Background: an optimization exercise with open tools, aiming at small area. Do not read the settings as production practice.
Only simulation tests tie the RTL to the original design; equivalence was not proved.
No driver is modelled on the clock port, so clock power and skew are understated where the tree is cut down; a real chip needs a root buffer or a tree.
Power and IR drop assume default switching activity.

// signalProcess
module signalProcess(clk, rst, SCK, MOSI, MISO, SSEL);
input clk;
input rst;
input SCK, SSEL, MOSI;
output MISO;
reg [2:0] sck_r;
reg [1:0] ssel_r;
reg [1:0] mosi_r;
always @(posedge clk) begin
  sck_r  <= {sck_r[1:0], SCK};
  ssel_r <= {ssel_r[0], SSEL};
  mosi_r <= {mosi_r[0], MOSI};
end
wire act  = ~ssel_r[1];
wire mosi = mosi_r[1];
wire rise = act & sck_r[1] & ~sck_r[2];
reg [2:0] bitcnt;
always @(posedge clk)
  if (rst | ~act)
    bitcnt <= 3'd1;
  else if (rise)
    bitcnt <= {bitcnt[1:0], bitcnt[2] ^ bitcnt[1] ^ (bitcnt[1:0] == 2'd0)};
wire last = rise & (bitcnt == 3'd0);    
reg rd;           
reg wpend;        
reg ld;           
reg [5:0] ptr;    
reg [5:0] d;      
reg [7:0] sr;     
reg [7:0] bf;
reg [511:0] ring;   
wire d_low = (d[4:0] == 5'd0);
wire hit  = d_low & ~d[5];         
wire ins  = hit & wpend;
wire step = rd ? last : ins;     
wire p_low = (ptr[4:0] == 5'd0);
wire [5:0] ptr_n = step ? {ptr[4:0], ptr[5] ^ ptr[4] ^ p_low} : ptr;   
wire recv = last & ~rd;
wire recv_last = recv & (ptr_n == 6'd0);    
always @(posedge clk) begin
  ring <= {ring[503:0], ins ? bf : ring[511:504]};
  if (!step)
    d <= {d[4:0], d[5] ^ d[4] ^ d_low};    
  if (recv)
    bf <= {sr[6:0], mosi};
  else if (hit)
    bf <= ring[503:496];
  if (ld)
  ...
For scale: ~630 cells after synthesis, roughly 550 flip-flops, ~0.012 mm^2 of cells after synthesis.
==> flow/config.mk <==
export PLATFORM = sky130hd
export DESIGN_NAME = signalProcess
export DESIGN_NICKNAME = signalProcess
export VERILOG_FILES = /design/flow/design.v
export SDC_FILE = /design/flow/constraint.sdc
export NUM_CORES = 4
export LEC_CHECK = 0
export CAP_MARGIN = 20
export CORE_MARGIN = 2
export CORE_UTILIZATION = 60
export SLEW_MARGIN = 20
==> flow/constraint.sdc <==
create_clock -name core_clock -period 10.0 [get_ports {clk}]
set_input_delay 2.0000 -clock core_clock [delete_from_list [all_inputs] [get_ports {clk}]]
set_output_delay 2.0000 -clock core_clock [all_outputs]
set_load 0.01 [all_outputs]
standard.sh (not shown) runs the stock make flow with config.mk's settings and CLKGATE_MAP_FILE= SYNTH_SCRIPT=/design/flow/synth_recipe.tcl, a recipe that flattens the netlist after the stock synthesis.
==> flow/flow/run.sh <==
#!/bin/bash
# The standard layout with two changes:
#  - synthesis maps the logic with an area-oriented ABC script (flow/my_synth.tcl,
#    flow/area.abc); the flip-flops are mapped as in the standard synthesis;
#  - after placement, flow/tree.tcl builds a two-level inverter clock tree over
#    clusters of flip-flops (flow/cluster.py) in place of ORFS's CTS.
# Each tool's output goes to its own log file here; ORFS's per-step logs stay in orfs/logs.
set -euo pipefail
export FLOW_WORK=$PWD
export FLOW_ABC_SCRIPT=$PWD/flow/area.abc
export BUFFER_PORTS_ARGS="-buffer_cell sky130_fd_sc_hd__buf_1"
SYN="SYNTH_SCRIPT=$PWD/flow/my_synth.tcl"
R=orfs/results/sky130hd/signalProcess/base
bash standard.sh "$SYN" place > flow_place.log 2>&1
ODB=$R/3_place.odb OUT=flops.txt openroad -no_init -exit flow/dump.tcl > dump.log 2>&1
python3 flow/cluster.py flops.txt 23 sky130_fd_sc_hd__inv_8 sky130_fd_sc_hd__inv_12 2 > plan.txt 2> cluster.log
ODB=$R/3_place.odb SDC=$R/3_place.sdc PLAN=plan.txt OUTODB=$R/4_1_cts.odb OUTSDC=$R/4_cts.sdc \
  openroad -no_init -exit flow/tree.tcl > tree.log 2>&1
bash standard.sh "$SYN" finish > flow_finish.log 2>&1
==> flow/flow/area.abc <==
strash
dch -f
amap
==> flow/flow/my_synth.tcl <==
# The standard flow's synthesis script (synth_recipe.tcl, in the work folder), with ABC's
# technology mapping run by flow/area.abc (an area-oriented mapping) in place of
# ORFS's speed script. Flip-flops are mapped before ABC runs, so they are the same.
proc abc {args} {
  set i [lsearch -exact $args -script]
  if {$i >= 0} { lset args [expr {$i + 1}] $::env(FLOW_ABC_SCRIPT) }
  puts "abc with script $::env(FLOW_ABC_SCRIPT)"
  yosys abc {*}$args
}
source $::env(FLOW_WORK)/synth_recipe.tcl
Other scripts of this flow, unchanged in this note and not shown: flow/flow/cluster.py, flow/flow/dump.tcl, flow/flow/tree.tcl
The baseline finished clean.
==> next run, changes <==
==> flow/flow/run.sh (replaced) <==
#!/bin/bash
# The standard layout, except for the clock tree: after placement, flow/tree.tcl
# builds a two-level inverter tree over clusters of flip-flops (flow/cluster.py) in place
# of ORFS's CTS, and the standard flow then routes and finishes the design.
# Each tool's output goes to its own log file here; ORFS's per-step logs stay in orfs/logs.
set -euo pipefail
export BUFFER_PORTS_ARGS="-buffer_cell sky130_fd_sc_hd__buf_1"
R=orfs/results/sky130hd/signalProcess/base
bash standard.sh place > flow_place.log 2>&1
ODB=$R/3_place.odb OUT=flops.txt openroad -no_init -exit flow/dump.tcl > dump.log 2>&1
python3 flow/cluster.py flops.txt 23 sky130_fd_sc_hd__inv_8 sky130_fd_sc_hd__inv_12 2 > plan.txt 2> cluster.log
ODB=$R/3_place.odb SDC=$R/3_place.sdc PLAN=plan.txt OUTODB=$R/4_1_cts.odb OUTSDC=$R/4_cts.sdc \
  openroad -no_init -exit flow/tree.tcl > tree.log 2>&1
bash standard.sh finish > flow_finish.log 2>&1
removed: flow/flow/area.abc
removed: flow/flow/my_synth.tcl
What happened:
- final cell count rose by 2.0%
- global-route usage is about the same
- total power fell by 1.3%
- via count grows by 1.6%
No run of this note takes its clock network from TritonCTS; it comes from the design's own scripts or RTL.

* * *

run A:
Another version of the RTL of signalProcess (not shown whole).
For scale: roughly 650 cells after synthesis, ~550 flip-flops, ~12000 um2 of cells after synthesis.
clock: 10.0 ns
lec_check: 0
cap_margin: 20
core_margin: 2
core_utilization: 60
slew_margin: 20
==> flow/flow/run.sh <==
#!/bin/bash
set -euo pipefail
export CTS_ARGS="-sink_clustering_enable -repair_clock_nets -dont_use_dummy_load -buf_list sky130_fd_sc_hd__clkbuf_8 -sink_clustering_size 20 -sink_clustering_max_diameter 80"
bash standard.sh > flow.log 2>&1
Relative to run A, the following input files were edited for run B:
- swapping 60 for 40 in CORE_UTILIZATION
==> flow/run.sh (new file) <==
#!/bin/bash
# synth_recipe.tcl (not shown) runs the flow's synth.tcl, then flattens the netlist and writes it again
# the make line also repeats each setting of config.mk as NAME=value (left out here)
make -C /OpenROAD-flow-scripts/flow DESIGN_CONFIG=/design/flow/config.mk WORK_HOME=/design/flow/orfs CLKGATE_MAP_FILE= SYNTH_SCRIPT=/design/flow/synth_recipe.tcl finish
removed: flow/flow/run.sh
removed: flow/standard.sh
## What came out
Run B completed every stage of the flow, and the final layout passed the timing, DRC and antenna checks.
Relative to run A, the clock buffer count of run B is higher by 34.
[run B] routed via count divided by cell count fell about 14% relative to run A
Compared run A against run B; met3 routing resource usage after global routing within noise.
Run B vs run A: cell count up
## Diff of input files: run C against run B
- CORE_UTILIZATION changed from 40 to 60
==> flow/flow/run.sh (new file) <==
#!/bin/bash
set -euo pipefail
export CTS_ARGS="-sink_clustering_enable -repair_clock_nets -dont_use_dummy_load -buf_list sky130_fd_sc_hd__clkbuf_4 -sink_clustering_size 12 -sink_clustering_max_diameter 60"
export BUFFER_PORTS_ARGS="-buffer_cell sky130_fd_sc_hd__buf_1"
bash standard.sh > flow.log 2>&1
==> flow/standard.sh (new file) <==
#!/bin/bash
# synth_recipe.tcl (not shown) runs the flow's synth.tcl, then flattens the netlist and writes it again
# the make line also repeats each setting of config.mk as NAME=value (left out here)
make -C /OpenROAD-flow-scripts/flow DESIGN_CONFIG=/design/flow/config.mk WORK_HOME=/design/flow/orfs CLKGATE_MAP_FILE= SYNTH_SCRIPT=/design/flow/synth_recipe.tcl "${@:-finish}"
removed: flow/run.sh
## What came out
Run C reached the end of the flow, and the finished layout is clean on the timing, DRC and antenna checks. Higher sequential share of cell area among run B and run C: run C. Between run B and run C, area overhead of the layout relative to synthesis decreased. Combinational fraction of design power sits higher in run C than in run B. Comparing run B against run C, there is no change at all in number of logic inverters in the finished layout. Share of the core filled with cells ended up 18 points higher on run C than on run B.
Modified inputs, run D compared to run C
- CORE_UTILIZATION now 80, was 60
==> flow/flow/run.sh <==
#!/bin/bash
set -euo pipefail
export CTS_ARGS="-sink_clustering_enable -repair_clock_nets -dont_use_dummy_load -buf_list sky130_fd_sc_hd__clkbuf_8 -sink_clustering_size 20 -sink_clustering_max_diameter 80"
export BUFFER_PORTS_ARGS="-buffer_cell sky130_fd_sc_hd__buf_1"
bash standard.sh > flow.log 2>&1
[summary]
Status: run D FAILED at detailed placement (tool error)
The run showing the smaller die height is run D.
Comparing run C against run D, there is no change at all in compound-gate portion of the synthesized area.
Of run C and run D, the lower horizontal extent of the die belongs to run D.
Comparing run D against run C, there is no change at all in number of enable flip-flop cells after synthesis.

* * *

## 06-24
signalProcess with an RTL version that a note above also has.
For scale: ~550 flip-flops, about 6 I/O pins, ~12000 um2 of cells after synthesis.
clock: 10.0 ns
lec_check: 0
cap_margin: 20
core_margin: 2
core_utilization: 70
slew_margin: 20
==> flow/flow/run.sh <==
#!/bin/bash
# The standard layout with two changes:
#  - synthesis maps the logic with an area-oriented ABC script (flow/my_synth.tcl,
#    flow/area.abc); the flip-flops are mapped as in the standard synthesis;
#  - after placement, flow/tree.tcl builds a two-level inverter clock tree over
#    clusters of flip-flops (flow/cluster.py) in place of ORFS's CTS. Several cluster
#    counts are tried on the placed design; the smallest tree whose worst clock-pin
#    slew (placement estimate) is at most SLEW_PS is built.
# Each tool's output goes to its own log file here; ORFS's per-step logs stay in orfs/logs.
set -euo pipefail
export FLOW_WORK=$PWD
export FLOW_ABC_SCRIPT=$PWD/flow/area.abc
export BUFFER_PORTS_ARGS="-buffer_cell sky130_fd_sc_hd__buf_1"
SYN="SYNTH_SCRIPT=$PWD/flow/my_synth.tcl"
SLEW_PS=120
R=orfs/results/sky130hd/signalProcess/base
bash standard.sh "$SYN" place > flow_place.log 2>&1
ODB=$R/3_place.odb OUT=flops.txt openroad -no_init -exit flow/dump.tcl > dump.log 2>&1
mkdir -p trees
cands=()
for m in bisect kmeans; do
  for k in 20 21 22 23 24 26; do
    cands+=("$m $k sky130_fd_sc_hd__inv_8 sky130_fd_sc_hd__inv_12 2")
  done
done
i=0
for c in "${cands[@]}"; do
  (
    python3 flow/cluster.py flops.txt $c > trees/plan$i.txt 2> trees/cluster$i.log
    ODB=$R/3_place.odb SDC=$R/3_place.sdc PLAN=trees/plan$i.txt \
      openroad -no_init -exit flow/tree.tcl > trees/tree$i.log 2>&1
  ) &
  i=$((i + 1))
  if (( i % 4 == 0 )); then wait; fi
done
wait
best=$(for j in $(seq 0 $((i - 1))); do
  awk -v j=$j -v lim=$SLEW_PS '/^TREE area/ { if ($5 <= lim) print $3, j }' trees/tree$j.log
done | sort -n | head -1 | cut -d' ' -f2)
echo "chosen plan $best: $(cat trees/cluster$best.log) $(grep '^TREE' trees/tree$best.log)" > tree_choice.log
ODB=$R/3_place.odb SDC=$R/3_place.sdc PLAN=trees/plan$best.txt OUTODB=$R/4_1_cts.odb OUTSDC=$R/4_cts.sdc \
  openroad -no_init -exit flow/tree.tcl > tree.log 2>&1
bash standard.sh "$SYN" finish > flow_finish.log 2>&1
Other scripts of this flow, unchanged in this note and not shown: flow/flow/area.abc, flow/flow/cluster.py, flow/flow/dump.tcl, flow/flow/my_synth.tcl, flow/flow/tree.tcl
06-24 has completed all stages; timing, DRC and antenna checks passed.
[inputs] 05-28 vs 06-24
Settings: CORE_UTILIZATION now 60, was 70.
Findings:
[05-28] part of the power in the clock network fell 0.2 points relative to 06-24. Against 06-24, 05-28 comes in 8.8% higher on routed length on met3. Compare 05-28 and 06-24 | met1 capacity usage during global routing higher: 06-24. Compared with 06-24, in 05-28 switching share of total power went down; number of antenna violations at the first check in global routing did not really move; power density of the placed cells went down. Ratio of routed vias to standard cells ended up 0.23 lower on 05-28 than on 06-24. Compared with 06-24, 05-28 shows final critical-path share of the clock period lower by 0.96 points. | tap cell instance count | 05-28 vs 06-24 | about 20% higher |.
No run of this note takes its clock network from TritonCTS; it comes from the design's own scripts or RTL.

[what the ideal ports hide]
How much do the figures lean on ideal ports? The routed layouts below were timed once more, with nothing changed but the port constraints. Step 1 (the two cells are an assumption about what drives the block):
set clk [get_ports {clk}]
set_driving_cell -lib_cell sky130_fd_sc_hd__clkbuf_16 $clk
set_driving_cell -lib_cell sky130_fd_sc_hd__buf_2 [delete_from_list [all_inputs] $clk]
Step 2 times the ports against the registers' clock, not the clock port: input delays grow and output delays shrink by t, the midpoint of the rising clock arrivals with the driver on. Slacks: ideal ports / drivers / drivers and shift; pairs: ideal ports / drivers.
| run | t, ns | setup WS [ns] | worst hold slack (ns) |
|---|---|---|---|
| the first run of note 1 | 0.312 | 5.551 / 5.551 / 5.551 | 0.309 / 0.309 / 0.309 |
| the second run of note 1 | 0.330 | 7.271 / 7.166 / 7.270 | 0.300 / 0.300 / 0.300 |
| run A | 0.614 | 6.519 / 6.481 / 6.668 | 0.308 / 0.308 / 0.308 |
| run B | 0.566 | 6.617 / 6.576 / 6.736 | 0.319 / 0.319 / 0.319 |
| run C | 0.667 | 6.717 / 6.717 / 6.717 | 0.262 / 0.262 / 0.262 |
| 06-24 | 0.320 | 5.468 / 5.468 / 5.468 | 0.328 / 0.328 / 0.328 |
| 05-28 | 0.316 | 5.565 / 5.565 / 5.565 | 0.323 / 0.324 / 0.324 |
After both steps setup and hold are still met in every run listed. The setup slack of the second run of note 1, which loses most, moves by -0.105 ns with the drivers and by -0.001 ns with both steps.
